Source: an optimization exercise on an open RTL-to-GDS flow (aim: small area and a short achievable clock period). Production flows keep margins and buffers that such runs may drop.
In this exercise RTL edits were held to simulation tests only and were not proved equivalent to the original.

v1:
// nn
module nn #(parameter SIZE = 32) (
    input [SIZE-1:0] input_1,
    input [SIZE-1:0] input_2,
    input clk,
    input resetn,
    input enable,
    output [SIZE-1:0] final_output,
    output reg total_ovf,
    output reg total_zero,
    output [2:0] ovf_fsm_stage,
    output [2:0] zero_fsm_stage
);
For scale: about 110 flip-flops, ~110 I/O pins, about 10000 um^2 of cells after synthesis.
Settings: LEC_CHECK=0, CAP_MARGIN=20, CORE_MARGIN=2, CORE_UTILIZATION=60, SLEW_MARGIN=20, SYNTH_HIERARCHICAL=1; clock period 21.0 ns.
standard.sh (not shown) runs the stock make flow with config.mk's settings and CLKGATE_MAP_FILE= SYNTH_SCRIPT=/design/flow/synth_recipe.tcl, a recipe that flattens the netlist after the stock synthesis.
==> flow/flow/run.sh <==
#!/bin/bash
# Standard ORFS layout (the standard.sh), with two changes to how it is made:
#  - port buffers are sky130_fd_sc_hd__buf_2 instead of the resizer's default pick
#    (a slow delay buffer), so the input and output paths are not padded;
#  - timing repair aims at a setup margin below the clock period, so paths are
#    repaired toward the period the design can reach rather than only to 21 ns.
# Synthesis is the standard one, unchanged. Each tool's log stays under orfs/logs.
set -euo pipefail
bash standard.sh synth > make_synth.log 2>&1
export BUFFER_PORTS_ARGS="-buffer_cell sky130_fd_sc_hd__buf_2"
export SETUP_SLACK_MARGIN=15.5
bash standard.sh > make_layout.log 2>&1
v1 completed end to end with timing, DRC and antenna clean.
Input-level comparison between v55 and v1:
==> flow/flow/run.sh <==
#!/bin/bash
# Standard ORFS layout (the standard.sh), with changes to how it is made only:
#  - port buffers: buf_1 on inputs, buf_2 on outputs (flow/ports.tcl) instead of
#    the resizer's default pick (a slow delay buffer);
#  - timing repair aims at a setup margin below the clock period, so paths are
#    repaired toward the period the design can reach rather than only to 21 ns.
# Synthesis is the standard one, unchanged. Each tool's log stays under orfs/logs;
# make's own output goes to make_*.log here.
set -euo pipefail
here=$(pwd)
bash standard.sh synth > make_synth.log 2>&1
export DONT_BUFFER_PORTS=1
export PRE_GLOBAL_PLACE_TCL=$here/flow/ports.tcl
export SETUP_SLACK_MARGIN=15.75
bash standard.sh > make_layout.log 2>&1
==> flow/flow/ports.tcl (new file) <==
# Port buffers (sourced before global placement, in place of ORFS's own
# buffer_ports call): every input and output port still gets a buffer.
buffer_ports -inputs -buffer_cell sky130_fd_sc_hd__buf_1
buffer_ports -outputs -buffer_cell sky130_fd_sc_hd__buf_2
--- a/flow/config.mk
+++ b/flow/config.mk
@@ -10,0 +11,3 @@
+export CTS_BUF_LIST = sky130_fd_sc_hd__clkbuf_8
+export CTS_CLUSTER_DIAMETER = 100
+export CTS_CLUSTER_SIZE = 40
Notes after the runs:
Against v1, v55 reports a clock-pin slew on the worst setup and hold paths that is higher.
Between v1 and v55, the hold slack does not differ in any meaningful way.
In the tables for v1 and v55, sequential share of cell area reads higher with v55.
Number of clock sinks: v1 vs v55 — no meaningful difference
Summary — clock network area share, v55 relative to v1: lower, by 0.54 points.
Compared with v1, v55 shows a lower total buffers and inverters traversed by the critical path.
Here is what was changed in the inputs of v46 compared with v55.
==> flow/flow/run.sh <==
#!/bin/bash
# Standard ORFS layout (the standard.sh), with two changes to how it is made:
#  - port buffers are sky130_fd_sc_hd__buf_2 instead of the resizer's default pick
#    (a slow delay buffer), so the input and output paths are not padded;
#  - timing repair aims at a setup margin below the clock period, so paths are
#    repaired toward the period the design can reach rather than only to 21 ns.
# Synthesis is the standard one, unchanged. Each tool's log stays under orfs/logs.
set -euo pipefail
bash standard.sh synth > make_synth.log 2>&1
export BUFFER_PORTS_ARGS="-buffer_cell sky130_fd_sc_hd__buf_2"
export SETUP_SLACK_MARGIN=15.5
bash standard.sh > make_layout.log 2>&1
--- a/flow/config.mk
+++ b/flow/config.mk
@@ -10,4 +10 @@
-export CORE_UTILIZATION = 60
-export CTS_BUF_LIST = sky130_fd_sc_hd__clkbuf_8
-export CTS_CLUSTER_DIAMETER = 100
-export CTS_CLUSTER_SIZE = 40
+export CORE_UTILIZATION = 40
removed: flow/flow/ports.tcl
[summary]
v46: PASS, flow complete, no timing, DRC or antenna violations
Compared with v55, in v46 floorplan row count went up, die footprint picked up an extra 8700 um^2, clock period minus worst slack moved up, final area rose by 720 um^2.

========
Another version of the RTL of nn (not shown whole).
Size: about 870 cells after synthesis, ~120 flip-flops, roughly 110 I/O pins, roughly 9900 um^2 of cells after synthesis.
clock: 21.0 ns
lec_check: 0
cap_margin: 20
core_margin: 2
core_utilization: 60
cts_buf_list: sky130_fd_sc_hd__clkbuf_8
cts_cluster_diameter: 100
cts_cluster_size: 40
slew_margin: 20
synth_hierarchical: 1
==> flow/flow/run.sh <==
#!/bin/bash
# Standard ORFS layout (the standard.sh), with changes to how it is made only:
#  - port buffers: buf_1 on inputs, buf_2 on outputs (flow/ports.tcl) instead of
#    the resizer's default pick (a slow delay buffer);
#  - timing repair aims at a setup margin below the clock period, so paths are
#    repaired toward the period the design can reach rather than only to 21 ns.
# Synthesis is the standard one, unchanged. Each tool's log stays under orfs/logs;
# make's own output goes to make_*.log here.
set -euo pipefail
here=$(pwd)
bash standard.sh synth > make_synth.log 2>&1
export DONT_BUFFER_PORTS=1
export PRE_GLOBAL_PLACE_TCL=$here/flow/ports.tcl
export SETUP_SLACK_MARGIN=15.75
# Clock tree without dummy balancing loads.
export CTS_ARGS="-sink_clustering_enable -repair_clock_nets -sink_clustering_size 40 -sink_clustering_max_diameter 100 -buf_list {sky130_fd_sc_hd__clkbuf_4 sky130_fd_sc_hd__clkbuf_8} -root_buf sky130_fd_sc_hd__clkbuf_8 -dont_use_dummy_load"
bash standard.sh > make_layout.log 2>&1
==> flow/flow/ports.tcl <==
# Port buffers (sourced before global placement, in place of ORFS's own
# buffer_ports call): every input and output port still gets a buffer.
buffer_ports -inputs -buffer_cell sky130_fd_sc_hd__buf_1
buffer_ports -outputs -buffer_cell sky130_fd_sc_hd__buf_2
Change:
==> flow/flow/run.sh (replaced) <==
#!/bin/bash
# Standard ORFS layout (the standard.sh) at the design's clock period and
# constraints, with changes to how it is made only:
#  - port buffers: every input gets a sky130_fd_sc_hd__buf_1 and every output a
#    sky130_fd_sc_hd__buf_2 (flow/ports.tcl, run before global placement in
#    place of ORFS's own buffer_ports call, whose default pick is a slow delay buffer);
#  - timing repair aims at a setup margin of 15.75 ns, so paths are repaired toward
#    the period the design can reach rather than only to 21 ns;
#  - clock tree: clkbuf_8 buffers (root and leaves) and no dummy balancing loads.
# Synthesis is the standard one, unchanged (bash standard.sh synth). Each tool's
# log stays under orfs/logs; make's own output goes to make_*.log here.
set -euo pipefail
here=$(pwd)
bash standard.sh synth > make_synth.log 2>&1
export DONT_BUFFER_PORTS=1
export PRE_GLOBAL_PLACE_TCL=$here/flow/ports.tcl
export SETUP_SLACK_MARGIN=15.7
export CTS_ARGS="-sink_clustering_enable -repair_clock_nets -sink_clustering_size 40 -sink_clustering_max_diameter 100 -buf_list sky130_fd_sc_hd__clkbuf_8 -root_buf sky130_fd_sc_hd__clkbuf_8 -dont_use_dummy_load"
bash standard.sh > make_layout.log 2>&1
Critical path depth does not change.
Hold slack barely changes.
Die area does not change.
Final cell count barely changes.
Synthesized area does not change.
Change:
==> flow/flow/run.sh (replaced) <==
#!/bin/bash
# Standard ORFS layout (the standard.sh), with changes to how it is made only:
#  - port buffers: buf_1 on inputs, buf_2 on outputs (flow/ports.tcl) instead of
#    the resizer's default pick (a slow delay buffer);
#  - timing repair aims at a setup margin below the clock period, so paths are
#    repaired toward the period the design can reach rather than only to 21 ns.
# Synthesis is the standard one, unchanged. Each tool's log stays under orfs/logs;
# make's own output goes to make_*.log here.
set -euo pipefail
here=$(pwd)
bash standard.sh synth > make_synth.log 2>&1
export DONT_BUFFER_PORTS=1
export PRE_GLOBAL_PLACE_TCL=$here/flow/ports.tcl
export SETUP_SLACK_MARGIN=15.75
bash standard.sh > make_layout.log 2>&1
- CORE_UTILIZATION: 60 -> 70
Fmax rose by about 2%.
Cell area grows by about 0.33%.
Core utilization grows by 12 points.
Global-route usage increases by 5.7 points.
Clock-buffer cell count stays the same.
Via count grows by 2.8%.
Change:
--- a/flow/flow/run.sh
+++ b/flow/flow/run.sh
@@ -14,2 +14,4 @@
 export SETUP_SLACK_MARGIN=15.75
+# Clock tree without dummy balancing loads.
+export CTS_ARGS="-sink_clustering_enable -repair_clock_nets -sink_clustering_size 40 -sink_clustering_max_diameter 100 -buf_list sky130_fd_sc_hd__clkbuf_8 -root_buf sky130_fd_sc_hd__clkbuf_8 -dont_use_dummy_load"
 bash standard.sh > make_layout.log 2>&1
- CORE_UTILIZATION: 70 -> 60
The new run passed the timing, DRC and antenna checks.
Wire length falls by 5.4%.
Setup slack is better by 0.037 ns.
Final area is about the same.
Worst hold slack is worse by 0.0095 ns.
Maximum frequency rises by 0.72%.
Flip-flop and latch count does not change.
Register-to-register slack is better by 0.04 ns.
Cell count rises by 2.4%.
Clock skew rises by 0.012 ns.
Change:
==> flow/flow/run.sh (replaced) <==
#!/bin/bash
# Standard ORFS layout (the standard.sh), with two changes to how it is made:
#  - port buffers are sky130_fd_sc_hd__buf_2 instead of the resizer's default pick
#    (a slow delay buffer), so the input and output paths are not padded;
#  - timing repair aims at a setup margin below the clock period, so paths are
#    repaired toward the period the design can reach rather than only to 21 ns.
# Synthesis is the standard one, unchanged. Each tool's log stays under orfs/logs.
set -euo pipefail
bash standard.sh synth > make_synth.log 2>&1
export BUFFER_PORTS_ARGS="-buffer_cell sky130_fd_sc_hd__buf_2"
export SETUP_SLACK_MARGIN=15.5
bash standard.sh > make_layout.log 2>&1
- CTS_BUF_LIST: sky130_fd_sc_hd__clkbuf_8 -> default
- CTS_CLUSTER_DIAMETER: 100 -> default
- CTS_CLUSTER_SIZE: 40 -> default
removed: flow/flow/ports.tcl
- design area went up by 6.5%
- wire length went up by 2.5%
- core utilization went up by 4.3 points
- cell count went up by 10%
- global-route usage went up by 0.70 points
- first-iteration DRC count barely changes
- critical path depth went down by 13
- count of clock-buffer cells in the layout does not change

static timing again, ports no longer ideal:
No port has a modelled driver above. Below, the same layouts with a new extraction and two added sets of constraints. Step 1: set_driving_cell puts a clkbuf_16 on clk and a buf_2 on each other input, an assumption about the parent block. Step 2 also shifts input and output timing later by t, the mid clock arrival at the registers, as if the neighbouring blocks saw the same clock. Slacks: ideal ports / drivers / drivers and shift; pairs: ideal ports / drivers.
run	t (ns)	setup slack, ns	hold slack, ns	clock arrival spread, ns	slew at the worst register clock pin (ns)
v1	0.402	15.610 / 15.625 / 15.222	0.490 / 0.490 / 0.490	0.013 / 0.013	0.08 / 0.08
v55	0.432	15.723 / 15.730 / 15.298	0.492 / 0.492 / 0.492	0.017 / 0.017	0.12 / 0.12
v46	0.411	15.591 / 15.615 / 15.204	0.487 / 0.487 / 0.487	0.016 / 0.015	0.09 / 0.09
the first run of note 2	0.465	15.821 / 15.789 / 15.384	0.496 / 0.496 / 0.496	0.035 / 0.036	0.09 / 0.09
the second run of note 2	0.458	15.676 / 15.676 / 15.304	0.495 / 0.495 / 0.495	0.033 / 0.033	0.08 / 0.08
the third run of note 2	0.490	15.783 / 15.761 / 15.335	0.506 / 0.506 / 0.506	0.024 / 0.025	0.09 / 0.09
the fourth run of note 2	0.465	15.821 / 15.789 / 15.384	0.496 / 0.496 / 0.496	0.035 / 0.036	0.09 / 0.09
the fifth run of note 2	0.467	15.572 / 15.594 / 15.127	0.503 / 0.503 / 0.503	0.019 / 0.018	0.07 / 0.07
After both steps every run listed still meets setup and hold. For the third run of note 2, which loses most, drivers alone change the setup slack by -0.022 ns; drivers and shift together by -0.448 ns.
